Background: an optimization exercise with open tools, aiming at small area and a short achievable clock period. Do not read the settings as production practice. In this exercise RTL edits were held to simulation tests only and were not proved equivalent to the original.

==> flow/design.v, too long to show whole: its modules and the start of the top module <==
// module Chevychev_highpass: 1383 lines
// module iir_inv: 3 lines
// module iir_fa: 4 lines
// module iir_xor: 3 lines
// module iir_ha: 4 lines
module Chevychev_highpass (
    data_in, data_out, clk, rst
);
  // ...
==> flow/flow/run.sh <==
#!/bin/bash
# The standard layout (standard.sh), with three changes to how it is made:
#  - port buffers are buf_4 instead of the default (a slow delay buffer),
#  - timing repair aims for 7.5 ns of setup slack (the design runs well below
#    the 16 ns clock, so the default repair would never act),
#  - clock tree: clkbuf_8 buffers, sinks clustered by 20 within 60 um, no
#    dummy loads.
# The full make output goes to standard_sh.log; ORFS keeps per-step logs in orfs/logs.
set -euo pipefail
bash standard.sh \
  "BUFFER_PORTS_ARGS=-buffer_cell sky130_fd_sc_hd__buf_4" \
  SETUP_SLACK_MARGIN=7.5 \
  "CTS_ARGS=-sink_clustering_enable -repair_clock_nets -dont_use_dummy_load -sink_clustering_size 20 -sink_clustering_max_diameter 60 -buf_list sky130_fd_sc_hd__clkbuf_8" \
  finish > standard_sh.log 2>&1
==> flow/standard.sh <==
#!/bin/bash
# synth_recipe.tcl (not shown) runs the flow's synth.tcl, then flattens the netlist and writes it again
# the make line also repeats each setting of config.mk as NAME=value (left out here)
make -C /OpenROAD-flow-scripts/flow DESIGN_CONFIG=/design/flow/config.mk WORK_HOME=/design/flow/orfs CLKGATE_MAP_FILE= SYNTH_SCRIPT=/design/flow/synth_recipe.tcl "${@:-finish}"
==> flow/config.mk <==
export PLATFORM = sky130hd
export DESIGN_NAME = Chevychev_highpass
export DESIGN_NICKNAME = Chevychev_highpass
export VERILOG_FILES = /design/flow/design.v
export SDC_FILE = /design/flow/constraint.sdc
export NUM_CORES = 4
export LEC_CHECK = 0
export CAP_MARGIN = 20
export CORE_MARGIN = 2
export CORE_UTILIZATION = 40
export SLEW_MARGIN = 20
export SYNTH_HIERARCHICAL = 1
export SYNTH_MINIMUM_KEEP_SIZE = 0
==> flow/constraint.sdc <==
create_clock -name core_clock -period 16.0 [get_ports {clk}]
set_input_delay 3.2000 -clock core_clock [delete_from_list [all_inputs] [get_ports {clk}]]
set_output_delay 3.2000 -clock core_clock [all_outputs]
set_load 0.01 [all_outputs]
==> run notes, run 1 <==
- The post-synthesis adder-cell area fraction is 60.15%.
- The critical path goes through buf_4 -> ha_1 -> ha_4 -> nand4_1 -> nor3_2 -> o211ai_1 -> a21boi_1 -> xor2_1 -> buf_4.
- The largest family of logic cells by synthesized area is adder cells.
- The floorplan has 70 rows.
- The share of the yosys chip area belonging to registers is 24.21%.
- The number of routed nets with antenna violations is 0.
- The pin count of the biggest net entering global routing is 84.
- At the end of routability-driven placement, the weighted congestion stood at 0.8221.
- The run finished with no timing, DRC or antenna violations.
- The setup path with the least slack is of type in2out.
- TritonCTS built the clock tree.
- Summed over its instances, the top area cell type makes up 50.75% of the synthesized netlist area.
- The biggest fanout along the worst timing path is 6.
- The synthesized netlist devotes 5.369% of its cell area to simple gates.
- The cell count after placement is 1,576.
- The startpoint type of the worst setup path is an input port.
- The met3 demand-to-capacity share in global routing is 2.556%.
- In the detailed route, the total length drawn on met3 is 831 um.
- Setup slack on the worst reg-to-reg path comes out at 7.82 ns.
- Among all cell classes, the greatest summed area belongs to multi-input combinational cells.
- Global routing used 24.60% of the available met1 tracks.
- The number of antenna violations at the first check in global routing was 0.
- The final clock skew is 0.03226 ns.
==> inputs of run 2 (changes only) <==
--- a/flow/design.v
+++ b/flow/design.v
@@ -1200,153 +1200,255 @@
     wire s_1110, c_1111;
     iir_fa us_1110 (.a(s_480), .b(c_1107), .c(c_1109), .s(s_1110), .co(c_1111));
     wire s_1112, c_1113;
     iir_ha us_1112 (.a(s_482), .b(c_1111), .s(s_1112), .co(c_1113));
     wire s_1114;
     iir_xor us_1114 (.a(s_485), .b(c_1113), .s(s_1114));
     wire [17:0] V9 = {s_1114,s_1112,s_1110,s_1108,s_1104,s_1100,s_1096,s_1092,s_1088,s_1084,s_1078,s_1072,s_1068,s_1064,s_1060,s_1056,s_1054,YN[0]};
     wire [0:0] V9c = {c_1085};
-    wire s_1115, c_1116;
-    iir_ha us_1115 (.a(RS[7]), .b(data_in[0]), .s(s_1115), .co(c_1116));
-    wire s_1117, c_1118;
-    iir_ha us_1117 (.a(RS[8]), .b(data_in[1]), .s(s_1117), .co(c_1118));
-    wire s_1119, c_1120;
-    iir_ha us_1119 (.a(RS[9]), .b(data_in[2]), .s(s_1119), .co(c_1120));
-    wire s_1121, c_1122;
-    iir_ha us_1121 (.a(RS[10]), .b(data_in[3]), .s(s_1121), .co(c_1122));
-    wire s_1123, c_1124;
-    iir_ha us_1123 (.a(RS[11]), .b(data_in[4]), .s(s_1123), .co(c_1124));
-    wire s_1125, c_1126;
-    iir_ha us_1125 (.a(RS[12]), .b(data_in[5]), .s(s_1125), .co(c_1126));
-    wire s_1127, c_1128;
-    iir_ha us_1127 (.a(RS[13]), .b(data_in[6]), .s(s_1127), .co(c_1128));
-    wire s_1129, c_1130;
-    iir_ha us_1129 (.a(RS[14]), .b(data_in[7]), .s(s_1129), .co(c_1130));
-    wire s_1131, c_1132;
-    iir_ha us_1131 (.a(RS[0]), .b(data_in[0]), .s(s_1131), .co(c_1132));
-    wire s_1133, c_1134;
-    iir_ha us_1133 (.a(RS[1]), .b(data_in[1]), .s(s_1133), .co(c_1134));
-    wire s_1135, c_1136;
-    iir_ha us_1135 (.a(RS[2]), .b(data_in[2]), .s(s_1135), .co(c_1136));
-    wire s_1137, c_1138;
-    iir_ha us_1137 (.a(RS[3]), .b(data_in[3]), .s(s_1137), .co(c_1138));
-    wire s_1139, c_1140;
-    iir_ha us_1139 (.a(RS[4]), .b(data_in[4]), .s(s_1139), .co(c_1140));
-    wire s_1141, c_1142;
-    iir_ha us_1141 (.a(RS[5]), .b(data_in[5]), .s(s_1141), .co(c_1142));
-    wire s_1143, c_1144;
-    iir_ha us_1143 (.a(RS[6]), .b(data_in[6]), .s(s_1143), .co(c_1144));
-    wire s_1145, c_1146;
-    iir_ha us_1145 (.a(s_1115), .b(data_in[7]), .s(s_1145), .co(c_1146));
-    wire s_1147, c_1148;
-    iir_ha us_1147 (.a(c_1116), .b(s_1117), .s(s_1147), .co(c_1148));
-    wire s_1149, c_1150;
-    iir_ha us_1149 (.a(c_1118), .b(s_1119), .s(s_1149), .co(c_1150));
-    wire s_1151, c_1152;
-    iir_ha us_1151 (.a(c_1120), .b(s_1121), .s(s_1151), .co(c_1152));
-    wire s_1153, c_1154;
-    iir_ha us_1153 (.a(c_1122), .b(s_1123), .s(s_1153), .co(c_1154));
-    wire s_1155, c_1156;
-    iir_ha us_1155 (.a(c_1124), .b(s_1125), .s(s_1155), .co(c_1156));
-    wire s_1157, c_1158;
-    iir_ha us_1157 (.a(c_1126), .b(s_1127), .s(s_1157), .co(c_1158));
-    wire s_1159, c_1160;
-    iir_ha us_1159 (.a(c_1128), .b(s_1129), .s(s_1159), .co(c_1160));
-    wire s_1161, c_1162;
-    iir_ha us_1161 (.a(c_1130), .b(RS[15]), .s(s_1161), .co(c_1162));
-    wire p_1163 = c_1134 | (s_1133 & c_1132);
-    wire p_1164 = s_1133 & s_1131;
-    wire p_1165 = c_1138 | (s_1137 & c_1136);
-    wire p_1166 = s_1137 & s_1135;
-    wire p_1167 = c_1142 | (s_1141 & c_1140);
-    wire p_1168 = s_1141 & s_1139;
-    wire p_1169 = c_1146 | (s_1145 & c_1144);
-    wire p_1170 = s_1145 & s_1143;
-    wire p_1171 = c_1150 | (s_1149 & c_1148);
-    wire p_1172 = s_1149 & s_1147;
-    wire p_1173 = c_1154 | (s_1153 & c_1152);
-    wire p_1174 = s_1153 & s_1151;
-    wire p_1175 = c_1158 | (s_1157 & c_1156);
-    wire p_1176 = s_1157 & s_1155;
-    wire p_1177 = c_1162 | (s_1161 & c_1160);
-    wire p_1178 = s_1161 & s_1159;
-    wire p_1179 = p_1165 | (p_1166 & p_1163);
-    wire p_1180 = p_1166 & p_1164;
-    wire p_1181 = p_1169 | (p_1170 & p_1167);
-    wire p_1182 = p_1170 & p_1168;
-    wire p_1183 = p_1173 | (p_1174 & p_1171);
-    wire p_1184 = p_1174 & p_1172;
-    wire p_1185 = p_1177 | (p_1178 & p_1175);
-    wire p_1186 = p_1178 & p_1176;
-    wire p_1187 = p_1181 | (p_1182 & p_1179);
-    wire p_1188 = p_1182 & p_1180;
-    wire p_1189 = p_1185 | (p_1186 & p_1183);
-    wire p_1190 = p_1186 & p_1184;
-    wire p_1191 = p_1189 | (p_1190 & p_1187);
-    wire p_1192 = p_1190 & p_1188;
-    wire p_1193 = p_1183 | (p_1184 & p_1187);
-    wire p_1194 = p_1184 & p_1188;
-    wire p_1195 = p_1167 | (p_1168 & p_1179);
-    wire p_1196 = p_1168 & p_1180;
-    wire p_1197 = p_1171 | (p_1172 & p_1187);
-    wire p_1198 = p_1172 & p_1188;
-    wire p_1199 = p_1175 | (p_1176 & p_1193);
-    wire p_1200 = p_1176 & p_1194;
-    wire p_1201 = c_1136 | (s_1135 & p_1163);
-    wire p_1202 = s_1135 & p_1164;
-    wire p_1203 = c_1140 | (s_1139 & p_1179);
-    wire p_1204 = s_1139 & p_1180;
-    wire p_1205 = c_1144 | (s_1143 & p_1195);
-    wire p_1206 = s_1143 & p_1196;
-    wire p_1207 = c_1148 | (s_1147 & p_1187);
-    wire p_1208 = s_1147 & p_1188;
-    wire p_1209 = c_1152 | (s_1151 & p_1197);
-    wire p_1210 = s_1151 & p_1198;
-    wire p_1211 = c_1156 | (s_1155 & p_1193);
-    wire p_1212 = s_1155 & p_1194;
-    wire p_1213 = c_1160 | (s_1159 & p_1199);
-    wire p_1214 = s_1159 & p_1200;
-    wire p_1215 = RS[16] & p_1191;
-    wire p_1216 = RS[16] & p_1192;
-    wire s_1217;
-    iir_xor us_1217 (.a(s_1133), .b(c_1132), .s(s_1217));
-    wire s_1218;
-    iir_xor us_1218 (.a(s_1135), .b(p_1163), .s(s_1218));
-    wire s_1219;
-    iir_xor us_1219 (.a(s_1137), .b(p_1201), .s(s_1219));
-    wire s_1220;
-    iir_xor us_1220 (.a(s_1139), .b(p_1179), .s(s_1220));
-    wire s_1221;
-    iir_xor us_1221 (.a(s_1141), .b(p_1203), .s(s_1221));
-    wire s_1222;
-    iir_xor us_1222 (.a(s_1143), .b(p_1195), .s(s_1222));
-    wire s_1223;
-    iir_xor us_1223 (.a(s_1145), .b(p_1205), .s(s_1223));
-    wire s_1224;
-    iir_xor us_1224 (.a(s_1147), .b(p_1187), .s(s_1224));
-    wire s_1225;
-    iir_xor us_1225 (.a(s_1149), .b(p_1207), .s(s_1225));
-    wire s_1226;
-    iir_xor us_1226 (.a(s_1151), .b(p_1197), .s(s_1226));
-    wire s_1227;
-    iir_xor us_1227 (.a(s_1153), .b(p_1209), .s(s_1227));
-    wire s_1228;
-    iir_xor us_1228 (.a(s_1155), .b(p_1193), .s(s_1228));
+    wire s_1115;
+    iir_xor us_1115 (.a(RS[7]), .b(data_in[0]), .s(s_1115));
+    wire c_1116 = RS[7] & data_in[0];
+    wire s_1117;
+    iir_xor us_1117 (.a(RS[8]), .b(data_in[1]), .s(s_1117));
+    wire c_1118 = RS[8] & data_in[1];
+    wire s_1119;
+    iir_xor us_1119 (.a(RS[9]), .b(data_in[2]), .s(s_1119));
+    wire c_1120 = RS[9] & data_in[2];
+    wire s_1121;
+    iir_xor us_1121 (.a(RS[10]), .b(data_in[3]), .s(s_1121));
+    wire c_1122 = RS[10] & data_in[3];
+    wire s_1123;
+    iir_xor us_1123 (.a(RS[11]), .b(data_in[4]), .s(s_1123));
+    wire c_1124 = RS[11] & data_in[4];
+    wire s_1125;
+    iir_xor us_1125 (.a(RS[12]), .b(data_in[5]), .s(s_1125));
+    wire c_1126 = RS[12] & data_in[5];
+    wire s_1127;
+    iir_xor us_1127 (.a(RS[13]), .b(data_in[6]), .s(s_1127));
+    wire c_1128 = RS[13] & data_in[6];
+    wire s_1129;
+    iir_xor us_1129 (.a(RS[14]), .b(data_in[7]), .s(s_1129));
+    wire c_1130 = RS[14] & data_in[7];
+    wire s_1131;
+    iir_xor us_1131 (.a(RS[0]), .b(data_in[0]), .s(s_1131));
+    wire c_1132 = RS[0] & data_in[0];
+    wire s_1133;
+    iir_xor us_1133 (.a(RS[1]), .b(data_in[1]), .s(s_1133));
+    wire c_1134 = RS[1] & data_in[1];
+    wire s_1135;
+    iir_xor us_1135 (.a(RS[2]), .b(data_in[2]), .s(s_1135));
+    wire c_1136 = RS[2] & data_in[2];
+    wire s_1137;
+    iir_xor us_1137 (.a(RS[3]), .b(data_in[3]), .s(s_1137));
+    wire c_1138 = RS[3] & data_in[3];
+    wire s_1139;
+    iir_xor us_1139 (.a(RS[4]), .b(data_in[4]), .s(s_1139));
+    wire c_1140 = RS[4] & data_in[4];
+    wire s_1141;
+    iir_xor us_1141 (.a(RS[5]), .b(data_in[5]), .s(s_1141));
+    wire c_1142 = RS[5] & data_in[5];
+    wire s_1143;
+    iir_xor us_1143 (.a(RS[6]), .b(data_in[6]), .s(s_1143));
+    wire c_1144 = RS[6] & data_in[6];
+    wire s_1145;
+    iir_xor us_1145 (.a(s_1115), .b(data_in[7]), .s(s_1145));
+    wire c_1146 = s_1115 & data_in[7];
+    wire s_1147;
+    iir_xor us_1147 (.a(c_1116), .b(s_1117), .s(s_1147));
+    wire c_1148 = c_1116 & s_1117;
+    wire s_1149;
+    iir_xor us_1149 (.a(c_1118), .b(s_1119), .s(s_1149));
+    wire c_1150 = c_1118 & s_1119;
+    wire s_1151;
+    iir_xor us_1151 (.a(c_1120), .b(s_1121), .s(s_1151));
+    wire c_1152 = c_1120 & s_1121;
+    wire s_1153;
+    iir_xor us_1153 (.a(c_1122), .b(s_1123), .s(s_1153));
+    wire c_1154 = c_1122 & s_1123;
+    wire s_1155;
+    iir_xor us_1155 (.a(c_1124), .b(s_1125), .s(s_1155));
+    wire c_1156 = c_1124 & s_1125;
+    wire s_1157;
+    iir_xor us_1157 (.a(c_1126), .b(s_1127), .s(s_1157));
+    wire c_1158 = c_1126 & s_1127;
+    wire s_1159;
+    iir_xor us_1159 (.a(c_1128), .b(s_1129), .s(s_1159));
+    wire c_1160 = c_1128 & s_1129;
+    wire s_1161;
+    iir_xor us_1161 (.a(c_1130), .b(RS[15]), .s(s_1161));
+    wire c_1162 = c_1130 & RS[15];
+    wire p_1163;
+    iir_ao up_1163 (.a(c_1134), .b(s_1133), .c(c_1132), .y(p_1163));
+    wire p_1164;
+    iir_and up_1164 (.a(s_1133), .b(s_1131), .y(p_1164));
+    wire p_1165;
+    iir_ao up_1165 (.a(c_1138), .b(s_1137), .c(c_1136), .y(p_1165));
+    wire p_1166;
+    iir_and up_1166 (.a(s_1137), .b(s_1135), .y(p_1166));
+    wire p_1167;
+    iir_ao up_1167 (.a(c_1142), .b(s_1141), .c(c_1140), .y(p_1167));
+    wire p_1168;
+    iir_and up_1168 (.a(s_1141), .b(s_1139), .y(p_1168));
+    wire p_1169;
+    iir_ao up_1169 (.a(c_1146), .b(s_1145), .c(c_1144), .y(p_1169));
+    wire p_1170;
+    iir_and up_1170 (.a(s_1145), .b(s_1143), .y(p_1170));
+    wire p_1171;
+    iir_ao up_1171 (.a(c_1150), .b(s_1149), .c(c_1148), .y(p_1171));
+    wire p_1172;
+    iir_and up_1172 (.a(s_1149), .b(s_1147), .y(p_1172));
+    wire p_1173;
+    iir_ao up_1173 (.a(c_1154), .b(s_1153), .c(c_1152), .y(p_1173));
+    wire p_1174;
+    iir_and up_1174 (.a(s_1153), .b(s_1151), .y(p_1174));
+    wire p_1175;
+    iir_ao up_1175 (.a(c_1158), .b(s_1157), .c(c_1156), .y(p_1175));
+    wire p_1176;
+    iir_and up_1176 (.a(s_1157), .b(s_1155), .y(p_1176));
+    wire p_1177;
+    iir_ao up_1177 (.a(c_1162), .b(s_1161), .c(c_1160), .y(p_1177));
+    wire p_1178;
+    iir_and up_1178 (.a(s_1161), .b(s_1159), .y(p_1178));
+    wire p_1179;
+    iir_ao up_1179 (.a(c_1136), .b(s_1135), .c(p_1163), .y(p_1179));
+    wire p_1180;
+    iir_and up_1180 (.a(s_1135), .b(p_1164), .y(p_1180));
+    wire p_1181;
+    iir_ao up_1181 (.a(p_1165), .b(p_1166), .c(p_1163), .y(p_1181));
+    wire p_1182;
+    iir_and up_1182 (.a(p_1166), .b(p_1164), .y(p_1182));
+    wire p_1183;
+    iir_ao up_1183 (.a(c_1144), .b(s_1143), .c(p_1167), .y(p_1183));
+    wire p_1184;
+    iir_and up_1184 (.a(s_1143), .b(p_1168), .y(p_1184));
+    wire p_1185;
+    iir_ao up_1185 (.a(p_1169), .b(p_1170), .c(p_1167), .y(p_1185));
+    wire p_1186;
+    iir_and up_1186 (.a(p_1170), .b(p_1168), .y(p_1186));
+    wire p_1187;
+    iir_ao up_1187 (.a(c_1152), .b(s_1151), .c(p_1171), .y(p_1187));
+    wire p_1188;
+    iir_and up_1188 (.a(s_1151), .b(p_1172), .y(p_1188));
+    wire p_1189;
+    iir_ao up_1189 (.a(p_1173), .b(p_1174), .c(p_1171), .y(p_1189));
+    wire p_1190;
+    iir_and up_1190 (.a(p_1174), .b(p_1172), .y(p_1190));
+    wire p_1191;
+    iir_ao up_1191 (.a(c_1160), .b(s_1159), .c(p_1175), .y(p_1191));
+    wire p_1192;
+    iir_and up_1192 (.a(s_1159), .b(p_1176), .y(p_1192));
+    wire p_1193;
+    iir_ao up_1193 (.a(p_1177), .b(p_1178), .c(p_1175), .y(p_1193));
+    wire p_1194;
+    iir_and up_1194 (.a(p_1178), .b(p_1176), .y(p_1194));
+    wire p_1195;
+    iir_ao up_1195 (.a(c_1140), .b(s_1139), .c(p_1181), .y(p_1195));
+    wire p_1196;
+    iir_and up_1196 (.a(s_1139), .b(p_1182), .y(p_1196));
+    wire p_1197;
+    iir_ao up_1197 (.a(p_1167), .b(p_1168), .c(p_1181), .y(p_1197));
+    wire p_1198;
+    iir_and up_1198 (.a(p_1168), .b(p_1182), .y(p_1198));
+    wire p_1199;
+    iir_ao up_1199 (.a(p_1183), .b(p_1184), .c(p_1181), .y(p_1199));
+    wire p_1200;
+    iir_and up_1200 (.a(p_1184), .b(p_1182), .y(p_1200));
+    wire p_1201;
+    iir_ao up_1201 (.a(p_1185), .b(p_1186), .c(p_1181), .y(p_1201));
+    wire p_1202;
+    iir_and up_1202 (.a(p_1186), .b(p_1182), .y(p_1202));
+    wire p_1203;
+    iir_ao up_1203 (.a(c_1156), .b(s_1155), .c(p_1189), .y(p_1203));
+    wire p_1204;
+    iir_and up_1204 (.a(s_1155), .b(p_1190), .y(p_1204));
+    wire p_1205;
+    iir_ao up_1205 (.a(p_1175), .b(p_1176), .c(p_1189), .y(p_1205));
+    wire p_1206;
+    iir_and up_1206 (.a(p_1176), .b(p_1190), .y(p_1206));
+    wire p_1207;
+    iir_ao up_1207 (.a(p_1191), .b(p_1192), .c(p_1189), .y(p_1207));
+    wire p_1208;
+    iir_and up_1208 (.a(p_1192), .b(p_1190), .y(p_1208));
+    wire p_1209;
+    iir_ao up_1209 (.a(p_1193), .b(p_1194), .c(p_1189), .y(p_1209));
+    wire p_1210;
+    iir_and up_1210 (.a(p_1194), .b(p_1190), .y(p_1210));
+    wire p_1211;
+    iir_ao up_1211 (.a(c_1148), .b(s_1147), .c(p_1201), .y(p_1211));
+    wire p_1212;
+    iir_and up_1212 (.a(s_1147), .b(p_1202), .y(p_1212));
+    wire p_1213;
+    iir_ao up_1213 (.a(p_1171), .b(p_1172), .c(p_1201), .y(p_1213));
+    wire p_1214;
+    iir_and up_1214 (.a(p_1172), .b(p_1202), .y(p_1214));
+    wire p_1215;
+    iir_ao up_1215 (.a(p_1187), .b(p_1188), .c(p_1201), .y(p_1215));
+    wire p_1216;
+    iir_and up_1216 (.a(p_1188), .b(p_1202), .y(p_1216));
+    wire p_1217;
+    iir_ao up_1217 (.a(p_1189), .b(p_1190), .c(p_1201), .y(p_1217));
+    wire p_1218;
+    iir_and up_1218 (.a(p_1190), .b(p_1202), .y(p_1218));
+    wire p_1219;
+    iir_ao up_1219 (.a(p_1203), .b(p_1204), .c(p_1201), .y(p_1219));
+    wire p_1220;
+    iir_and up_1220 (.a(p_1204), .b(p_1202), .y(p_1220));
+    wire p_1221;
+    iir_ao up_1221 (.a(p_1205), .b(p_1206), .c(p_1201), .y(p_1221));
+    wire p_1222;
+    iir_and up_1222 (.a(p_1206), .b(p_1202), .y(p_1222));
+    wire p_1223;
+    iir_ao up_1223 (.a(p_1207), .b(p_1208), .c(p_1201), .y(p_1223));
+    wire p_1224;
+    iir_and up_1224 (.a(p_1208), .b(p_1202), .y(p_1224));
+    wire p_1225;
+    iir_ao up_1225 (.a(p_1209), .b(p_1210), .c(p_1201), .y(p_1225));
+    wire p_1226;
+    iir_and up_1226 (.a(p_1210), .b(p_1202), .y(p_1226));
+    wire p_1227;
+    iir_and up_1227 (.a(RS[16]), .b(p_1225), .y(p_1227));
+    wire p_1228;
+    iir_and up_1228 (.a(RS[16]), .b(p_1226), .y(p_1228));
     wire s_1229;
-    iir_xor us_1229 (.a(s_1157), .b(p_1211), .s(s_1229));
+    iir_xor us_1229 (.a(s_1133), .b(c_1132), .s(s_1229));
     wire s_1230;
-    iir_xor us_1230 (.a(s_1159), .b(p_1199), .s(s_1230));
+    iir_xor us_1230 (.a(s_1135), .b(p_1163), .s(s_1230));
     wire s_1231;
-    iir_xor us_1231 (.a(s_1161), .b(p_1213), .s(s_1231));
+    iir_xor us_1231 (.a(s_1137), .b(p_1179), .s(s_1231));
     wire s_1232;
-    iir_xor us_1232 (.a(RS[16]), .b(p_1191), .s(s_1232));
+    iir_xor us_1232 (.a(s_1139), .b(p_1181), .s(s_1232));
     wire s_1233;
-    iir_xor us_1233 (.a(RS[17]), .b(p_1215), .s(s_1233));
-    assign data_out = {s_1233,s_1232,s_1231,s_1230,s_1229,s_1228,s_1227,s_1226,s_1225,s_1224,s_1223,s_1222,s_1221,s_1220,s_1219,s_1218,s_1217,s_1131};
+    iir_xor us_1233 (.a(s_1141), .b(p_1195), .s(s_1233));
+    wire s_1234;
+    iir_xor us_1234 (.a(s_1143), .b(p_1197), .s(s_1234));
+    wire s_1235;
+    iir_xor us_1235 (.a(s_1145), .b(p_1199), .s(s_1235));
+    wire s_1236;
+    iir_xor us_1236 (.a(s_1147), .b(p_1201), .s(s_1236));
+    wire s_1237;
+    iir_xor us_1237 (.a(s_1149), .b(p_1211), .s(s_1237));
+    wire s_1238;
+    iir_xor us_1238 (.a(s_1151), .b(p_1213), .s(s_1238));
+    wire s_1239;
+    iir_xor us_1239 (.a(s_1153), .b(p_1215), .s(s_1239));
+    wire s_1240;
+    iir_xor us_1240 (.a(s_1155), .b(p_1217), .s(s_1240));
+    wire s_1241;
+    iir_xor us_1241 (.a(s_1157), .b(p_1219), .s(s_1241));
+    wire s_1242;
+    iir_xor us_1242 (.a(s_1159), .b(p_1221), .s(s_1242));
+    wire s_1243;
+    iir_xor us_1243 (.a(s_1161), .b(p_1223), .s(s_1243));
+    wire s_1244;
+    iir_xor us_1244 (.a(RS[16]), .b(p_1225), .s(s_1244));
+    wire s_1245;
+    iir_xor us_1245 (.a(RS[17]), .b(p_1227), .s(s_1245));
+    assign data_out = {s_1245,s_1244,s_1243,s_1242,s_1241,s_1240,s_1239,s_1238,s_1237,s_1236,s_1235,s_1234,s_1233,s_1232,s_1231,s_1230,s_1229,s_1131};
     wire rstn;
     iir_inv u_rstn (.a(rst), .y(rstn));
     wire [7:0] DXN = {~(data_in[7] & rstn), ~(data_in[6] & rstn), ~(data_in[5] & rstn), ~(data_in[4] & rstn), ~(data_in[3] & rstn), ~(data_in[2] & rstn), ~(data_in[1] & rstn), ~(data_in[0] & rstn)};
     wire [17:0] DYN = {~(data_out[17] & rstn), ~(data_out[16] & rstn), ~(data_out[15] & rstn), ~(data_out[14] & rstn), ~(data_out[13] & rstn), ~(data_out[12] & rstn), ~(data_out[11] & rstn), ~(data_out[10] & rstn), ~(data_out[9] & rstn), ~(data_out[8] & rstn), ~(data_out[7] & rstn), ~(data_out[6] & rstn), ~(data_out[5] & rstn), ~(data_out[4] & rstn), ~(data_out[3] & rstn), ~(data_out[2] & rstn), ~(data_out[1] & rstn), ~(data_out[0] & rstn)};
     wire [17:0] DRS = {~(VS[17] | rst), ~(VS[16] | rst), ~(VS[15] | rst), ~(VS[14] | rst), ~(VS[13] | rst), ~(VS[12] | rst), ~(VS[11] | rst), ~(VS[10] | rst), ~(VS[9] | rst), ~(VS[8] | rst), ~(VS[7] | rst), ~(VS[6] | rst), ~(VS[5] | rst), ~(VS[4] | rst), ~(VS[3] | rst), ~(VS[2] | rst), ~(VS[1] | rst), ~(VS[0] | rst)};
     wire [17:0] DR3 = {~(V3[17] & rstn), ~(V3[16] | rst), ~(V3[15] | rst), ~(V3[14] & rstn), ~(V3[13] & rstn), ~(V3[12] & rstn), ~(V3[11] & rstn), ~(V3[10] & rstn), ~(V3[9] | rst), ~(V3[8] | rst), ~(V3[7] & rstn), ~(V3[6] | rst), ~(V3[5] & rstn), ~(V3[4] | rst), ~(V3[3] | rst), ~(V3[2] & rstn), ~(V3[1] | rst), ~(V3[0] | rst)};
     wire [0:0] DR3c = {~(V3c[0] | rst)};
     wire [17:0] DR4 = {~(V4[17] | rst), ~(V4[16] & rstn), ~(V4[15] & rstn), ~(V4[14] | rst), ~(V4[13] | rst), ~(V4[12] | rst), ~(V4[11] | rst), ~(V4[10] & rstn), ~(V4[9] | rst), ~(V4[8] & rstn), ~(V4[7] | rst), ~(V4[6] & rstn), ~(V4[5] & rstn), ~(V4[4] | rst), ~(V4[3] & rstn), ~(V4[2] & rstn), ~(V4[1] | rst), ~(V4[0] & rstn)};
@@ -1383,15 +1485,21 @@
 endmodule
 module iir_inv (input a, output y);
     assign y = ~a;
 endmodule
 module iir_fa (input a, input b, input c, output s, output co);
     assign s  = a ^ b ^ c;
     assign co = (a & b) | (a & c) | (b & c);
 endmodule
+module iir_ao (input a, input b, input c, output y);
+    assign y = a | (b & c);
+endmodule
+module iir_and (input a, input b, output y);
+    assign y = a & b;
+endmodule
 module iir_xor (input a, input b, output s);
     assign s = a ^ b;
 endmodule
 module iir_ha (input a, input b, output s, output co);
     assign s  = a ^ b;
     assign co = a & b;
 endmodule
==> flow/flow/run.sh (replaced) <==
#!/bin/bash
# The standard layout (standard.sh), with three changes to how it is made:
#  - port buffers are buf_4 instead of the default (a slow delay buffer),
#  - timing repair aims for 7.7 ns of setup slack (the design runs well below
#    the 16 ns clock, so the default repair would never act),
#  - clock tree: clkbuf_8 buffers, sinks clustered by 20 within 60 um, no
#    dummy loads.
# The full make output goes to standard_sh.log; ORFS keeps per-step logs in orfs/logs.
set -euo pipefail
bash standard.sh \
  "BUFFER_PORTS_ARGS=-buffer_cell sky130_fd_sc_hd__buf_4" \
  SETUP_SLACK_MARGIN=7.7 \
  "CTS_ARGS=-sink_clustering_enable -repair_clock_nets -dont_use_dummy_load -sink_clustering_size 20 -sink_clustering_max_diameter 60 -buf_list sky130_fd_sc_hd__clkbuf_8" \
  finish > standard_sh.log 2>&1
==> run notes, run 2 <==
- The met1 layer usage reported by global route is 25.25% (was 24.60%).
- The count of pins on the block boundary is 28 (unchanged).
- The endpoint of the worst-slack reg-to-reg timing path is R8[17] (unchanged).
- The total via count after detailed routing is 7,987 (was 7,570).
- The length of the first detailed-routing pass in iterations was 4 (was 5).
- The initial core utilization is 40.59% (was 40.27%).
- The leading cell type in the layout, fill and taps excluded is sky130_fd_sc_hd__fa_1 (unchanged).
- The filler cell count is 3,413 (was 3,423).
- The final-report max-slew violation count is 0 (unchanged).
- The global routing usage summed across all routing layers is 17.98% (was 17.56%).
- The master of the slowest instance on the critical path is sky130_fd_sc_hd__a21o_4 (was sky130_fd_sc_hd__nor3_2).
- The fmax is 121.4 MHz (was 118.6 MHz).
- The most instantiated library cell after synthesis is sky130_fd_sc_hd__fa_1 (unchanged).
- The TritonCTS clock tree is built (unchanged).
- The fraction of final layout cells sized beyond drive strength 1 is 12.07% (was 6.890%).
- The DRC violations left is 0 (unchanged).
- The number of CTS-inserted buffers came to 17 (unchanged).
- The pin count of the biggest net entering global routing is 70 (was 84).
- The total negative slack for setup checks is 0 ns (unchanged).
- The data arrival at the endpoint of the critical path is 5.04 ns (was 5.23 ns).
- The slack of the critical path is 7.760 ns (was 7.569 ns).
- Commonest cells after routing, fill and taps aside: sky130_fd_sc_hd__fa_1, sky130_fd_sc_hd__dfxtp_1, sky130_fd_sc_hd__nand2_1 (was sky130_fd_sc_hd__fa_1, sky130_fd_sc_hd__dfxtp_1, sky130_fd_sc_hd__ha_1).
- The portion of the clock cycle consumed by the worst path in the final layout came to 51.50% (was 52.70%).
- The area of the mapped netlist is 14,860 um2 (was 14,640 um2).
- Ranking of synthesized cells by area: sky130_fd_sc_hd__fa_1, sky130_fd_sc_hd__dfxtp_1, sky130_fd_sc_hd__ha_1, sky130_fd_sc_hd__xor2_1, sky130_fd_sc_hd__nand2_1 (unchanged).
- The cell family contributing the most delay on the critical path is compound AO/OA/AOI/OAI gates (was adder cells).
- The met3 demand-to-capacity share in global routing is 2.875% (was 2.556%).
- The yosys synthesis warning count is 7 (unchanged).
- The maximum cell stage delay along the critical path is 0.23 ns (was 0.37 ns).
- The H-tree depth reported by CTS came to 4 (unchanged).
- The clock latency of the later-clocked register in the worst-skew pair is 0.48 ns (was 0.47 ns).
- The via count of the first global-routing pass is 8,999 (was 8,879).
- The cell count after placement is 1,621 (was 1,576).
- The tightest slew margin relative to the limit came to 41.56% (was 29.98%).
- The net total in the final layout is 1,679 (was 1,625).
- The synthesized area per cell is 12.97 um2 (was 13.30 um2).
- The max-cap check violation count was 0 (unchanged).
- The final clock skew came to 0.03026 ns (was 0.03226 ns).
- The post-placement worst setup slack is 7.561 ns (was 7.411 ns).
- The number of DRC markers in iteration 0 came to 263 (was 281).
- The clock tree root driver cell was sky130_fd_sc_hd__clkbuf_8 (unchanged).
- The number of distinct library cells after synthesis is 32 (unchanged).
- The count of buffer and inverter cells on the critical path was 2 (unchanged).
- The biggest fanout along the worst timing path is 9 (was 6).
- The die boundary height is 196.7 um (was 195.3 um).
- The class of the tightest hold or removal check is reg2reg (unchanged).
- The cts-stage hold buffer count came to 0 (unchanged).
- The die outline width came to 196.7 um (was 195.3 um).
- The commonest register cell after synthesis is sky130_fd_sc_hd__dfxtp_1 (unchanged).
- The vias per cell is 4.760 (was 4.731).
- Cell-by-cell listing of the critical path: buf_6 -> xor2_2 -> xor2_2 -> a21o_1 -> a21o_1 -> a21o_4 -> a21o_1 -> and2_4 -> xor2_1 -> buf_4 (was buf_4 -> ha_1 -> ha_4 -> nand4_1 -> nor3_2 -> o211ai_1 -> a21boi_1 -> xor2_1 -> buf_4).
- The number of failing hold endpoints at the final stage was 0 (unchanged).
- The number of antenna diodes is 0 (unchanged).
- The end of the worst hold path was R7[0] (was R6[0]).
- The clock sink total is 177 (unchanged).
- The number of failing setup endpoints in the final timing report is 0 (unchanged).
- The worst reg2reg path startpoint is YN[0] (unchanged).
- The most heavily used metal layer in global routing is met2 (unchanged).
- The required time at the endpoint of the critical path is 12.80 ns (about the same).
- The post-synthesis async set-or-reset flop share is 0% (unchanged).
- The remaining global-route overflow is 0 (unchanged).
- The total routed wirelength is 31.76 mm (was 29.70 mm).
- The maximum buffer depth of the clock tree was 2 (unchanged).
- The number of routed nets with antenna violations is 0 (unchanged).
- The logic depth of the worst register-to-register path is 22 (unchanged).
- Unrepaired setup endpoints after global routing: true (unchanged).
- The number of antenna violations at the first check in global routing was 0 (unchanged).
- The share of the yosys chip area belonging to registers is 23.85% (was 24.21%).
- The capturing element type of the critical path is a primary output (unchanged).
- The number of enable-type register cells in the synthesized netlist came to 0 (unchanged).
- The hold-critical path depth is 2 (unchanged).
- The post-layout minimum cycle time is 8.240 ns (was 8.431 ns).
- The clock-pin slew on the worst setup and hold paths came to 0.09 ns (about the same).
- The core footprint is 36,610 um2 (was 36,350 um2).
- The instance count of the mapped netlist was 1,146 (was 1,100).
- The startpoint type of the worst setup path is an input port (unchanged).
- The average wire per cell in the routed design was 18.93 um (was 18.56 um).
- The area of the die came to 38,710 um2 (was 38,130 um2).
- The worst min-delay path startpoint is R8[0] (was R7[0]).
- The final weighted congestion of routability-driven global placement is 0.8183 (was 0.8221).
- The number of rows created at floorplan is 70 (unchanged).
- Most instantiated cells after synthesis: sky130_fd_sc_hd__fa_1, sky130_fd_sc_hd__dfxtp_1, sky130_fd_sc_hd__xor2_1 (was sky130_fd_sc_hd__fa_1, sky130_fd_sc_hd__dfxtp_1, sky130_fd_sc_hd__ha_1).
- The number of flip-flops and latches in the synthesized netlist was 177 (unchanged).
- The signed area change from the synthesized netlist to the final layout is 9.835% (was 7.301%).
- The portion of synthesized cell area occupied by the leading cell type is 49.98% (was 50.75%).
- The worst reg-to-reg setup slack was 7.94 ns (was 7.82 ns).
- Run status: timing/DRC/antenna clean (unchanged).
- The kind of critical path is in2out (unchanged).
- The cell with the most instances on the worst path is sky130_fd_sc_hd__a21o_1 (was sky130_fd_sc_hd__buf_4).
- The number of standard cells in the layout, taps in and fillers out is 1,678 (was 1,600).
- The total half-perimeter wirelength after legalization and detailed placement came to 25.61 mm (was 24.64 mm).
- The global-route met2 utilization is 29.35% (was 29.14%).
- The biggest area consumer among synthesized cells is sky130_fd_sc_hd__fa_1 (unchanged).
- The slew at the pin with the worst max-slew slack came to 0.8766 ns (was 1.050 ns).
- The wire length of the first global-routing pass was 51.53 mm (was 49.95 mm).
- The port buffer count was 27 (unchanged).
-- run 2: repair_timing --
item	CTS	global route
gates cloned	0	1
resized for setup	5	50
buffers inserted	1	38
pin swaps	1	32
endpoints found under the setup margin	3	12
-- run 2: logic make-up after synthesis --
kind of cell,Yosys count,share of synthesized area [%]
AO/OA/AOI/OAI,59,2.922
XOR/XNOR,96,5.658
adder cells (fa/ha/maj),457,57.22
buffers and inverters,114,3.334
flip-flops,177,23.85
other,1,0.02524
AND/OR/NAND/NOR,242,6.989
-- run 2: tightest hold or removal path: stages (launching register included) --
cell and delay (ns):
sky130_fd_sc_hd__dfxtp_1 0.32, sky130_fd_sc_hd__ha_1 0.13, sky130_fd_sc_hd__nor2_1 0.03
-- run 2: area by class of cell --
class	instances	area, um2	area share (%)
clock buffers	17	234.0	1.434
flip-flops and latches	177	3548	21.74
inverters	77	290.3	1.779
multi-input cells	861	11050	67.70
well taps	468	585.6	3.588
repair buffers	78	613.1	3.757
-- run 2: layer usage --
metal	share of wire, %	vias up	wire [um]
met5	0	-	0
met3	2.8	25	885
met2	50	76	15920
met1	45	4259	14430
met4	1.7	0	531
li1	-	3627	-
-- run 2: how the worst max path moves through the flow --
| stage | from | to | slack (ns) | cells after the start |
|---|---|---|---|---|
| 6_report | data_in[0] | data_out[17] | 7.76 | 10 |
| 5_1_grt | YN[0] | R8[17] | 7.63 | 22 |
| 4_1_cts | YN[2] | R8[17] | 7.69 | 21 |
| 3_5_place_dp | YN[2] | R8[17] | 7.56 | 21 |
| 3_3_place_gp | YN[2] | R8[17] | 7.69 | 21 |
| 2_1_floorplan | YN[0] | R8[17] | 8.02 | 21 |
-- run 2: Yosys stat by module, one instance, submodules excluded --
module              flip-flops and latches  cell area, um2
Chevychev_highpass                     177            5159
iir_fa                                   0           20.02
iir_ha                                   0           12.51
iir_xor                                  0           8.758
iir_ao                                   0           7.507
iir_and                                  0           6.256
iir_inv                                  0           3.754
-- run 2: per-stage QoR --
step                util, %  hold slack (ns)  instance area [um2]
floorplan                 -           0.4505                14880
global placement      42.48           0.4819                15550
detailed placement    42.48           0.4864                15550
CTS                   43.17           0.4921                15800
global route          44.58           0.5143                16320
finish                44.58           0.4943                16320
==> inputs of run 3 (changes only) <==
==> flow/flow/run.sh (replaced) <==
#!/bin/bash
# The standard layout (standard.sh), with three changes to how it is made:
#  - port buffers are buf_4 instead of the default (a slow delay buffer),
#  - timing repair aims for 7.85 ns of setup slack (the design runs well below
#    the 16 ns clock, so the default repair would never act),
#  - clock tree: clkbuf_8 buffers, sinks clustered by 20 within 60 um, no
#    dummy loads.
# The full make output goes to standard_sh.log; ORFS keeps per-step logs in orfs/logs.
set -euo pipefail
bash standard.sh \
  "BUFFER_PORTS_ARGS=-buffer_cell sky130_fd_sc_hd__buf_4" \
  SETUP_SLACK_MARGIN=7.85 \
  "CTS_ARGS=-sink_clustering_enable -repair_clock_nets -dont_use_dummy_load -sink_clustering_size 20 -sink_clustering_max_diameter 60 -buf_list sky130_fd_sc_hd__clkbuf_8" \
  finish > standard_sh.log 2>&1
==> run notes, run 3 <==
- The total via count after detailed routing is 7,981 (was 7,987).
- The area of the mapped netlist is 14,860 um2 (unchanged).
- The fraction of final layout cells sized beyond drive strength 1 is 12.16% (was 12.07%).
- The max-cap check violation count was 0 (unchanged).
- The vias per cell came to 4.782 (was 4.760).
- The yosys synthesis warning count was 7 (unchanged).
- The portion of synthesized cell area occupied by the leading cell type was 49.98% (unchanged).
- The core utilization of the finished layout was 44.69% (was 44.58%).
- The via count of the first global-routing pass is 9,237 (was 8,999).
- The TritonCTS clock tree is built (unchanged).
- The biggest fanout along the worst timing path came to 5 (was 9).
- Commonest cells after routing, fill and taps aside: sky130_fd_sc_hd__fa_1, sky130_fd_sc_hd__dfxtp_1, sky130_fd_sc_hd__nand2_1 (unchanged).
- The cts-stage hold buffer count is 0 (unchanged).
- The share of the yosys chip area belonging to registers is 23.85% (unchanged).
- The instance count of the mapped netlist is 1,146 (unchanged).
- The wire length of the first global-routing pass is 52.54 mm (was 51.53 mm).
- The number of CTS-inserted buffers is 17 (unchanged).
- The synthesized area per cell is 12.97 um2 (unchanged).
- The portion of the clock cycle consumed by the worst path in the final layout is 50.97% (was 51.50%).
- The clock-pin slew on the worst setup and hold paths is 0.09 ns (about the same).
- The leading cell type in the layout, fill and taps excluded is sky130_fd_sc_hd__fa_1 (unchanged).
- The total routed wirelength is 31.69 mm (was 31.76 mm).
- The most instantiated library cell after synthesis is sky130_fd_sc_hd__fa_1 (unchanged).
- The DRC violations left is 0 (unchanged).
- The final weighted congestion of routability-driven global placement is 0.8183 (unchanged).
- The clock sink total is 177 (unchanged).
- The area of the die is 38,710 um2 (unchanged).
- The largest family of logic cells by synthesized area is adder cells (unchanged).
- The biggest area consumer among synthesized cells was sky130_fd_sc_hd__fa_1 (unchanged).
- The H-tree depth reported by CTS is 4 (unchanged).
- The multiplexer share of the synthesized area is 0% (unchanged).
- The average wire per cell in the routed design was 18.99 um (was 18.93 um).
- The die boundary height is 196.7 um (unchanged).
- The final clock skew is 0.03188 ns (was 0.03026 ns).
- The number of routed nets with antenna violations came to 0 (unchanged).
- The tightest slew margin relative to the limit was 42.50% (was 41.56%).
- The data arrival at the endpoint of the critical path is 4.96 ns (was 5.04 ns).
- The required time at the endpoint of the critical path is 12.80 ns (about the same).
- The core footprint was 36,610 um2 (unchanged).
- The capturing element type of the critical path was a primary output (unchanged).
- The number of failing hold endpoints at the final stage is 0 (unchanged).
- The initial core utilization is 40.59% (unchanged).
- The post-synthesis adder-cell area fraction was 57.22% (unchanged).
- The maximum buffer depth of the clock tree came to 2 (unchanged).
- The net total in the final layout is 1,670 (was 1,679).
- The total negative slack for setup checks came to 0 ns (unchanged).
- The number of distinct library cells after synthesis is 32 (unchanged).
- The total half-perimeter wirelength after legalization and detailed placement is 25.61 mm (unchanged).
- The kind of critical path is in2out (unchanged).
- The remaining global-route overflow is 0 (unchanged).
- The number of failing setup endpoints in the final timing report is 0 (unchanged).
- The number of DRC markers in iteration 0 is 302 (was 263).
- The number of antenna diodes is 0 (unchanged).
- The length of the first detailed-routing pass in iterations came to 5 (was 4).
- The slew at the pin with the worst max-slew slack is 0.8625 ns (was 0.8766 ns).
- The post-synthesis async set-or-reset flop share is 0% (unchanged).
- The number of enable-type register cells in the synthesized netlist is 0 (unchanged).
- Unrepaired setup endpoints after global routing: true (unchanged).
- The number of antenna violations at the first check in global routing was 0 (unchanged).
- The pin count of the biggest net entering global routing is 70 (unchanged).
- The post-placement worst setup slack is 7.561 ns (unchanged).
- The number of rows created at floorplan is 70 (unchanged).
- The commonest register cell after synthesis is sky130_fd_sc_hd__dfxtp_1 (unchanged).
- The post-layout minimum cycle time is 8.155 ns (was 8.240 ns).
- The post-synthesis compound-gate area fraction is 2.922% (unchanged).
- The signed area change from the synthesized netlist to the final layout is 10.11% (was 9.835%).
- The die outline width is 196.7 um (unchanged).
- Run status: timing/DRC/antenna clean (unchanged).
- The slack of the critical path came to 7.845 ns (was 7.760 ns).
- The fmax is 122.6 MHz (was 121.4 MHz).
- The clock tree root driver cell is sky130_fd_sc_hd__clkbuf_8 (unchanged).
- The global routing usage summed across all routing layers came to 18.35% (was 17.98%).
- The simple-gate share of the synthesized area is 6.989% (unchanged).
- The clock latency of the later-clocked register in the worst-skew pair was 0.48 ns (about the same).
- The final-report max-slew violation count is 0 (unchanged).
- The xor-xnor portion of the synthesized cell area is 5.658% (unchanged).
- The count of pins on the block boundary is 28 (unchanged).
- Ranking of synthesized cells by area: sky130_fd_sc_hd__fa_1, sky130_fd_sc_hd__dfxtp_1, sky130_fd_sc_hd__ha_1, sky130_fd_sc_hd__xor2_1, sky130_fd_sc_hd__nand2_1 (unchanged).
- The number of flip-flops and latches in the synthesized netlist is 177 (unchanged).
- The port buffer count is 27 (unchanged).
- The class of the tightest hold or removal check is reg2reg (unchanged).
- The startpoint type of the worst setup path is an input port (unchanged).
- Most instantiated cells after synthesis: sky130_fd_sc_hd__fa_1, sky130_fd_sc_hd__dfxtp_1, sky130_fd_sc_hd__xor2_1 (unchanged).
run 3: cell types whose count changed in the layout (fill, tap and decap cells not counted), moves of 3 or more:
cell                     previous run  this run
sky130_fd_sc_hd__and2_4             5         8
sky130_fd_sc_hd__xor2_2            11        17
sky130_fd_sc_hd__buf_4             73        59
sky130_fd_sc_hd__xor2_1            83        76
sky130_fd_sc_hd__and2_1            29        26
sky130_fd_sc_hd__buf_6              4         7
run 3: metal layers:
| metal | part of all wire, % | vias up | track usage (%) |
|---|---|---|---|
| met5 | 0 | - | 0 |
| met4 | 1.8 | 0 | 4.901 |
| met3 | 2.5 | 25 | 3.046 |
| met2 | 51 | 84 | 30.04 |
| met1 | 45 | 4278 | 25.50 |
| li1 | - | 3594 | - |
run 3: worst paths after layout:
path / from / end / slack (ns) / cells after the start
max: data_in[2] / data_out[17] / 7.84 / 10
min: R8[0] / R7[0] / 0.49 / 2
max reg2reg: YN[0] / R8[17] / 8.10 / 22
min reg2reg: R8[0] / R7[0] / 0.49 / 2
run 3: layout make-up:
type | instances | area, um2
clock buffer | 17 | 234.0
fill | 3395 | 20250
inverter | 77 | 290.3
multi-input combinational | 860 | 11120
sequential | 177 | 3545
tap | 468 | 585.6
timing repair buffer | 70 | 591.8
run 3: metrics by stage:
| step | instance area, um2 | hold WS [ns] | cells |
|---|---|---|---|
| after global placement | 15550 | 0.4819 | 1621 |
| after detailed placement | 15550 | 0.4864 | 1621 |
| after floorplan | 14880 | 0.4505 | 1151 |
| final | 16360 | 0.4914 | 1669 |
| after CTS | 16110 | 0.4921 | 1662 |
| after global routing | 16360 | 0.5149 | 1669 |
run 3: kinds of logic (layout without fill, tap and decap cells):
| family | after synthesis | after routing |
|---|---|---|
| AO/OA/AOI/OAI | 59 | 59 |
| flip-flops | 177 | 177 |
| adder cells (fa/ha/maj) | 457 | 457 |
| XOR/XNOR | 96 | 96 |
| AND/OR/NAND/NOR | 242 | 242 |
| buffers and inverters | 114 | 164 |
| other | 1 | 6 |
run 3: critical path, stage by stage:
cell                     delay, ns
sky130_fd_sc_hd__buf_12       0.11
sky130_fd_sc_hd__xor2_4       0.15
sky130_fd_sc_hd__xor2_2       0.19
sky130_fd_sc_hd__a21o_1       0.22
sky130_fd_sc_hd__a21o_4       0.23
sky130_fd_sc_hd__a21o_1       0.18
sky130_fd_sc_hd__a21o_1       0.19
sky130_fd_sc_hd__and2_4       0.17
sky130_fd_sc_hd__xor2_2       0.14
sky130_fd_sc_hd__buf_4        0.14
run 3: timing repair:
action,4_1_cts,5_1_grt
endpoints found under the setup margin,14,12
pin swaps,31,22
resized for setup,39,33
buffers inserted,24,7
run 3: Yosys stat by module, one instance, submodules excluded:
module	cells inside	flip-flops and latches	area, um2	copies in the design
iir_ao	1	0	7.507	32
iir_ha	1	0	12.51	86
iir_inv	1	0	3.754	1
iir_and	1	0	6.256	18
iir_fa	1	0	20.02	371
iir_xor	1	0	8.758	96
Chevychev_highpass	542	177	5159	1
==> inputs of run 4 (changes only) <==
==> flow/flow/run.sh (replaced) <==
#!/bin/bash
# The standard layout (standard.sh), with three changes to how it is made:
#  - port buffers are buf_4 instead of the default (a slow delay buffer),
#  - timing repair aims for 7.6 ns of setup slack (the design runs well below
#    the 16 ns clock, so the default repair would never act),
#  - clock tree: clkbuf_8 buffers, sinks clustered by 20 within 60 um, no
#    dummy loads.
# The full make output goes to standard_sh.log; ORFS keeps per-step logs in orfs/logs.
set -euo pipefail
bash standard.sh \
  "BUFFER_PORTS_ARGS=-buffer_cell sky130_fd_sc_hd__buf_4" \
  SETUP_SLACK_MARGIN=7.6 \
  "CTS_ARGS=-sink_clustering_enable -repair_clock_nets -dont_use_dummy_load -sink_clustering_size 20 -sink_clustering_max_diameter 60 -buf_list sky130_fd_sc_hd__clkbuf_8" \
  finish > standard_sh.log 2>&1
==> run notes, run 4 <==
- The launch point of the worst path is data_in[3] (was data_in[2]).
- The number of antenna violations at the first check in global routing came to 0 (unchanged).
- The post-placement worst setup slack is 7.561 ns (unchanged).
- The TritonCTS clock tree is built (unchanged).
- The maximum cell stage delay along the critical path is 0.29 ns (was 0.23 ns).
- The number of distinct library cells after synthesis is 32 (unchanged).
- The share of the yosys chip area belonging to registers came to 23.85% (unchanged).
- Most instantiated cells after synthesis: sky130_fd_sc_hd__fa_1, sky130_fd_sc_hd__dfxtp_1, sky130_fd_sc_hd__xor2_1 (unchanged).
- The wire length of the first global-routing pass is 51.52 mm (was 52.54 mm).
- The signed area change from the synthesized netlist to the final layout came to 8.858% (was 10.11%).
- The max-cap check violation count is 0 (unchanged).
- The capturing element type of the critical path is a primary output (unchanged).
- The number of CTS-inserted buffers is 17 (unchanged).
- The cell count after placement was 1,621 (unchanged).
- The total negative slack for setup checks is 0 ns (unchanged).
- The most instantiated library cell after synthesis is sky130_fd_sc_hd__fa_1 (unchanged).
- The count of buffer and inverter cells on the critical path is 2 (unchanged).
- The clock tree root driver cell is sky130_fd_sc_hd__clkbuf_8 (unchanged).
- The vias per cell was 4.753 (was 4.782).
- The count of pins on the block boundary was 28 (unchanged).
- The remaining global-route overflow came to 0 (unchanged).
- The fmax came to 120.5 MHz (was 122.6 MHz).
- The total routed wirelength is 31.41 mm (was 31.69 mm).
- The port buffer count is 27 (unchanged).
- The number of failing setup endpoints in the final timing report is 0 (unchanged).
- The cell with the most instances on the worst path is sky130_fd_sc_hd__and2_1 (was sky130_fd_sc_hd__a21o_1).
- The slew at the pin with the worst max-slew slack is 0.8808 ns (was 0.8625 ns).
- The portion of the clock cycle consumed by the worst path in the final layout is 51.86% (was 50.97%).
- Commonest cells after routing, fill and taps aside: sky130_fd_sc_hd__fa_1, sky130_fd_sc_hd__dfxtp_1, sky130_fd_sc_hd__nand2_1 (unchanged).
- The area of the die was 38,710 um2 (unchanged).
- The biggest fanout along the worst timing path is 9 (was 5).
- The commonest register cell after synthesis was sky130_fd_sc_hd__dfxtp_1 (unchanged).
- The master of the slowest instance on the critical path is sky130_fd_sc_hd__xor2_1 (was sky130_fd_sc_hd__a21o_4).
- The number of flip-flops and latches in the synthesized netlist was 177 (unchanged).
- The H-tree depth reported by CTS is 4 (unchanged).
- The area of the mapped netlist is 14,860 um2 (unchanged).
- The via count of the first global-routing pass is 8,996 (was 9,237).
- The tightest slew margin relative to the limit was 41.28% (was 42.50%).
- The maximum buffer depth of the clock tree came to 2 (unchanged).
- The number of enable-type register cells in the synthesized netlist is 0 (unchanged).
- The portion of synthesized cell area occupied by the leading cell type is 49.98% (unchanged).
- The final clock skew came to 0.03033 ns (was 0.03188 ns).
- The class of the tightest hold or removal check is reg2reg (unchanged).
- The number of antenna diodes is 0 (unchanged).
- The number of rows created at floorplan is 70 (unchanged).
- Ranking of synthesized cells by area: sky130_fd_sc_hd__fa_1, sky130_fd_sc_hd__dfxtp_1, sky130_fd_sc_hd__ha_1, sky130_fd_sc_hd__xor2_1, sky130_fd_sc_hd__nand2_1 (unchanged).
- The number of standard cells in the layout, taps in and fillers out is 1,674 (was 1,669).
- The average wire per cell in the routed design is 18.76 um (was 18.99 um).
- The synthesized area per cell came to 12.97 um2 (unchanged).
- The total half-perimeter wirelength after legalization and detailed placement was 25.61 mm (unchanged).
- The cts-stage hold buffer count is 0 (unchanged).
- The die outline width is 196.7 um (unchanged).
- The post-layout minimum cycle time is 8.298 ns (was 8.155 ns).
- The yosys synthesis warning count is 7 (unchanged).
- The clock-pin slew on the worst setup and hold paths came to 0.09 ns (about the same).
- Unrepaired setup endpoints after global routing: false (was true).
- The number of failing hold endpoints at the final stage is 0 (unchanged).
- Run status: timing/DRC/antenna clean (unchanged).
- The net total in the final layout is 1,675 (was 1,670).
- The fraction of final layout cells sized beyond drive strength 1 was 10.53% (was 12.16%).
- The slack of the critical path is 7.702 ns (was 7.845 ns).
- The worst min-delay path startpoint is R6[0] (was R8[0]).
- The global routing usage summed across all routing layers is 17.97% (was 18.35%).
- The die boundary height came to 196.7 um (unchanged).
- The leading cell type in the layout, fill and taps excluded is sky130_fd_sc_hd__fa_1 (unchanged).
- The initial core utilization came to 40.59% (unchanged).
- The length of the first detailed-routing pass in iterations is 4 (was 5).
- The total via count after detailed routing was 7,956 (was 7,981).
- The core footprint was 36,610 um2 (unchanged).
- The data arrival at the endpoint of the critical path was 5.10 ns (was 4.96 ns).
- The instance count of the mapped netlist is 1,146 (unchanged).
- The post-synthesis async set-or-reset flop share is 0% (unchanged).
- The required time at the endpoint of the critical path is 12.80 ns (about the same).
- The startpoint type of the worst setup path is an input port (unchanged).
- The worst reg2reg path startpoint is YN[0] (unchanged).
- Cell-by-cell listing of the critical path: buf_4 -> xor2_2 -> xor2_1 -> and2_1 -> and2_1 -> and2_1 -> a21o_1 -> and2_1 -> xor2_1 -> buf_4 (was buf_12 -> xor2_4 -> xor2_2 -> a21o_1 -> a21o_4 -> a21o_1 -> a21o_1 -> and2_4 -> xor2_2 -> buf_4).
- The final weighted congestion of routability-driven global placement is 0.8183 (unchanged).
- The number of routed nets with antenna violations is 0 (unchanged).
- The final-report max-slew violation count is 0 (unchanged).
- The pin count of the biggest net entering global routing came to 70 (unchanged).
- The clock sink total was 177 (unchanged).
- The kind of critical path is in2out (unchanged).
- The cell family contributing the most delay on the critical path is simple AND/OR/NAND/NOR gates (was compound AO/OA/AOI/OAI gates).
- The number of DRC markers in iteration 0 is 280 (was 302).
- The clock latency of the later-clocked register in the worst-skew pair was 0.48 ns (about the same).
- The biggest area consumer among synthesized cells was sky130_fd_sc_hd__fa_1 (unchanged).
- The DRC violations left is 0 (unchanged).
run 4: cell counts after synthesis:
No cell type changed its count.
run 4: through the flow:
step / cell area, um2 / hold slack [ns] / utilization [%]
6_report: 16180 / 0.4944 / 44.18
5_1_grt: 16180 / 0.5143 / 44.18
4_1_cts: 15800 / 0.4921 / 43.14
3_5_place_dp: 15550 / 0.4864 / 42.48
3_3_place_gp: 15550 / 0.4819 / 42.48
2_1_floorplan: 14880 / 0.4505 / -
run 4: cell families after synthesis:
logic type                 count (synthesis)  share of synthesized area, %
adders and majority gates                457                         57.22
buffers and inverters                    114                         3.334
other                                      1                       0.02524
DFF                                      177                         23.85
AOI/OAI and AO/OA                         59                         2.922
and+or+nand+nor                          242                         6.989
xor gates and xnor gates                  96                         5.658
run 4: layout make-up:
type,instances,area [um2]
Multi-Input combinational cell,860,10940
Tap cell,468,585.6
Fill cell,3426,20430
Sequential cell,177,3548
Clock buffer,17,234.0
Timing Repair Buffer,75,575.6
Inverter,77,290.3
run 4: final timing paths:
check	endpoint	slack (ns)	depth (start not counted)
worst min register to register	R5[0]	0.49	2
worst max-delay path	data_out[17]	7.70	10
worst max register to register	R8[17]	7.91	22
worst min-delay path	R5[0]	0.49	2
run 4: modules after synthesis (local to each module, per instance):
module	flip-flops and latches	cell area [um2]
iir_xor	0	8.758
iir_inv	0	3.754
iir_ha	0	12.51
iir_ao	0	7.507
Chevychev_highpass	177	5159
iir_and	0	6.256
iir_fa	0	20.02
run 4: routing by layer:
metal	track usage (%)	vias up	wire length (um)
li1	-	3618	-
met1	25.24	4237	14370
met2	29.35	75	15800
met3	2.875	26	709
met4	4.511	0	531
met5	0	-	0
run 4: timing repair:
action                     CTS  global route
setup buffers                0            36
setup endpoints to repair    1            11
resized for setup            4            30
pin swaps                    0            22
run 4: worst register-to-register path, cell delays in order, from the launching register on:
cell and delay [ns]:
sky130_fd_sc_hd__dfxtp_2 0.34, sky130_fd_sc_hd__buf_12 0.14, sky130_fd_sc_hd__ha_4 0.16, sky130_fd_sc_hd__fa_2 0.37
sky130_fd_sc_hd__fa_2 0.43, sky130_fd_sc_hd__fa_2 0.41, sky130_fd_sc_hd__fa_2 0.38, sky130_fd_sc_hd__fa_2 0.38
sky130_fd_sc_hd__fa_2 0.41, sky130_fd_sc_hd__fa_2 0.40, sky130_fd_sc_hd__fa_2 0.40, sky130_fd_sc_hd__fa_2 0.41
sky130_fd_sc_hd__fa_2 0.41, sky130_fd_sc_hd__fa_2 0.41, sky130_fd_sc_hd__fa_2 0.53, sky130_fd_sc_hd__fa_2 0.37
sky130_fd_sc_hd__fa_2 0.40, sky130_fd_sc_hd__fa_2 0.62, sky130_fd_sc_hd__inv_2 0.06, sky130_fd_sc_hd__fa_1 0.51
sky130_fd_sc_hd__ha_2 0.17, sky130_fd_sc_hd__xor2_1 0.16, sky130_fd_sc_hd__nand2_1 0.07
==> inputs of run 5 (changes only) <==
==> flow/flow/run.sh (replaced) <==
#!/bin/bash
# The standard layout (standard.sh), with three changes to how it is made:
#  - port buffers are buf_4 instead of the default (a slow delay buffer),
#  - timing repair aims for 7.55 ns of setup slack (the design runs well below
#    the 16 ns clock, so the default repair would never act),
#  - clock tree: clkbuf_8 buffers, sinks clustered by 20 within 60 um, no
#    dummy loads.
# The full make output goes to standard_sh.log; ORFS keeps per-step logs in orfs/logs.
set -euo pipefail
bash standard.sh \
  "BUFFER_PORTS_ARGS=-buffer_cell sky130_fd_sc_hd__buf_4" \
  SETUP_SLACK_MARGIN=7.55 \
  "CTS_ARGS=-sink_clustering_enable -repair_clock_nets -dont_use_dummy_load -sink_clustering_size 20 -sink_clustering_max_diameter 60 -buf_list sky130_fd_sc_hd__clkbuf_8" \
  finish > standard_sh.log 2>&1
==> run notes, run 5 <==
- The post-placement worst setup slack came to 7.561 ns (unchanged).
- The number of antenna violations at the first check in global routing is 0 (unchanged).
- The DRC violations left came to 0 (unchanged).
- The commonest register cell after synthesis is sky130_fd_sc_hd__dfxtp_1 (unchanged).
- The master of the slowest instance on the critical path is sky130_fd_sc_hd__xor2_1 (unchanged).
- The initial core utilization is 40.59% (unchanged).
- The total via count after detailed routing is 7,950 (was 7,956).
- The data arrival at the endpoint of the critical path is 5.13 ns (was 5.10 ns).
- The clock tree root driver cell is sky130_fd_sc_hd__clkbuf_8 (unchanged).
- The core footprint is 36,610 um2 (unchanged).
- The via count of the first global-routing pass is 8,996 (unchanged).
- The clock latency of the later-clocked register in the worst-skew pair came to 0.48 ns (about the same).
- The portion of synthesized cell area occupied by the leading cell type was 49.98% (unchanged).
- The total half-perimeter wirelength after legalization and detailed placement was 25.61 mm (unchanged).
- The wire length of the first global-routing pass is 51.52 mm (unchanged).
- The post-layout minimum cycle time is 8.331 ns (was 8.298 ns).
- The post-synthesis async set-or-reset flop share was 0% (unchanged).
- The final weighted congestion of routability-driven global placement was 0.8183 (unchanged).
- The pin count of the biggest net entering global routing was 70 (unchanged).
- Cell-by-cell listing of the critical path: buf_4 -> xor2_1 -> xor2_1 -> and2_1 -> and2_1 -> and2_1 -> a21o_1 -> and2_1 -> xor2_1 -> buf_4 (was buf_4 -> xor2_2 -> xor2_1 -> and2_1 -> and2_1 -> and2_1 -> a21o_1 -> and2_1 -> xor2_1 -> buf_4).
- The biggest fanout along the worst timing path is 9 (unchanged).
- Unrepaired setup endpoints after global routing: true (was false).
- The area of the mapped netlist is 14,860 um2 (unchanged).
- The fmax is 120.0 MHz (was 120.5 MHz).
- The net total in the final layout was 1,666 (was 1,675).
- The class of the tightest hold or removal check is reg2reg (unchanged).
- The global routing usage summed across all routing layers is 17.97% (unchanged).
- Run status: timing/DRC/antenna clean (unchanged).
- The slack of the critical path is 7.669 ns (was 7.702 ns).
-- run 5: cell count changes in the layout (fill, tap and decap cells not counted), sizes merged --
cell,delta
buf,-9
-- run 5: layout make-up --
cell class	count	area (um2)	area share, %
multi-input cells	860	10890	67.88
flip-flops and latches	177	3545	22.11
well taps	468	585.6	3.652
repair buffers	66	495.5	3.090
inverters	77	290.3	1.810
clock buffers	17	234.0	1.459
-- run 5: kinds of logic (layout without fill, tap and decap cells) --
logic type | count (synthesis) | after routing | share of synthesized area [%]
XOR/XNOR | 96 | 96 | 5.658
flip-flops | 177 | 177 | 23.85
AND/OR/NAND/NOR | 242 | 242 | 6.989
adder cells (fa/ha/maj) | 457 | 457 | 57.22
AO/OA/AOI/OAI | 59 | 59 | 2.922
buffers and inverters | 114 | 160 | 3.334
other | 1 | 6 | 0.02524
-- run 5: path summary, 6_finish.rpt --
path                   start            to  slack [ns]  cells past startpoint
hold / removal         R8[0]         R7[0]        0.49                      2
setup / recovery  data_in[1]  data_out[17]        7.67                     10
hold reg to reg        R8[0]         R7[0]        0.49                      2
setup reg to reg       YN[0]        R8[17]        7.87                     22
-- run 5: per-stage QoR --
step | hold WS (ns) | cells | instance area [um2]
6_report | 0.4911 | 1665 | 16040
5_1_grt | 0.5143 | 1665 | 16040
4_1_cts | 0.4921 | 1638 | 15790
3_5_place_dp | 0.4864 | 1621 | 15550
3_3_place_gp | 0.4819 | 1621 | 15550
2_1_floorplan | 0.4505 | 1151 | 14880
-- run 5: layer usage --
metal | routed length, um | share of wire (%) | up-vias | GRT usage (%)
li1 | - | - | 3609 | -
met1 | 14200 | 45 | 4217 | 25.24
met2 | 15580 | 50 | 99 | 29.35
met3 | 970 | 3.1 | 25 | 2.875
met4 | 513 | 1.6 | 0 | 4.511
met5 | 0 | 0 | - | 0
-- run 5: critical path, delay by kind of cell --
kind	cells	cell delay, ns
and+or+nand+nor	4	0.75
xor gates and xnor gates	3	0.67
buffers and inverters	2	0.32
AOI/OAI and AO/OA	1	0.17
-- run 5: modules after synthesis (local to each module, per instance) --
| module | times used | flip-flops and latches | cell area (um2) |
|---|---|---|---|
| Chevychev_highpass | 1 | 177 | 5159 |
| iir_xor | 96 | 0 | 8.758 |
| iir_and | 18 | 0 | 6.256 |
| iir_fa | 371 | 0 | 20.02 |
| iir_ha | 86 | 0 | 12.51 |
| iir_inv | 1 | 0 | 3.754 |
| iir_ao | 32 | 0 | 7.507 |
-- run 5: repair_timing --
item                                    in CTS  in global routing
gates resized for setup                      2                 16
endpoints found under the setup margin       1                  6
endpoints found under the hold margin        0                  0
pin swaps                                    0                 14
buffers inserted                             0                 27

re-timing with driven ports:
The results above use ideal ports. As a check the final layouts listed here were re-extracted and re-timed, cells and wires unchanged.
Step 1 sets driving cells, clkbuf_16 on the clock port and buf_2 on the other inputs (assumed; they add their load-dependent delay and slew).
Step 2, shift: input delay + t, output delay - t, t = (earliest + latest rising clock arrival at the registers) / 2. This alone moves slack from input paths to output paths.
Three values: no drivers, after step 1, after step 2; two values: the first two.
run	shift t [ns]	slack for setup (ns)	worst data-port slew with drivers (ns)	cell pins on the clock port's net
run 1	0.499	7.569 / 7.547 / 7.547	0.04	1
run 2	0.512	7.760 / 7.729 / 7.729	0.05	1
run 3	0.510	7.845 / 7.795 / 7.795	0.06	1
run 4	0.511	7.702 / 7.679 / 7.679	0.04	1
run 5	0.510	7.669 / 7.640 / 7.640	0.04	1
After both steps every run listed still meets setup and hold. The setup slack of run 3, which loses most, moves by -0.050 ns with the drivers and by -0.050 ns with both steps.
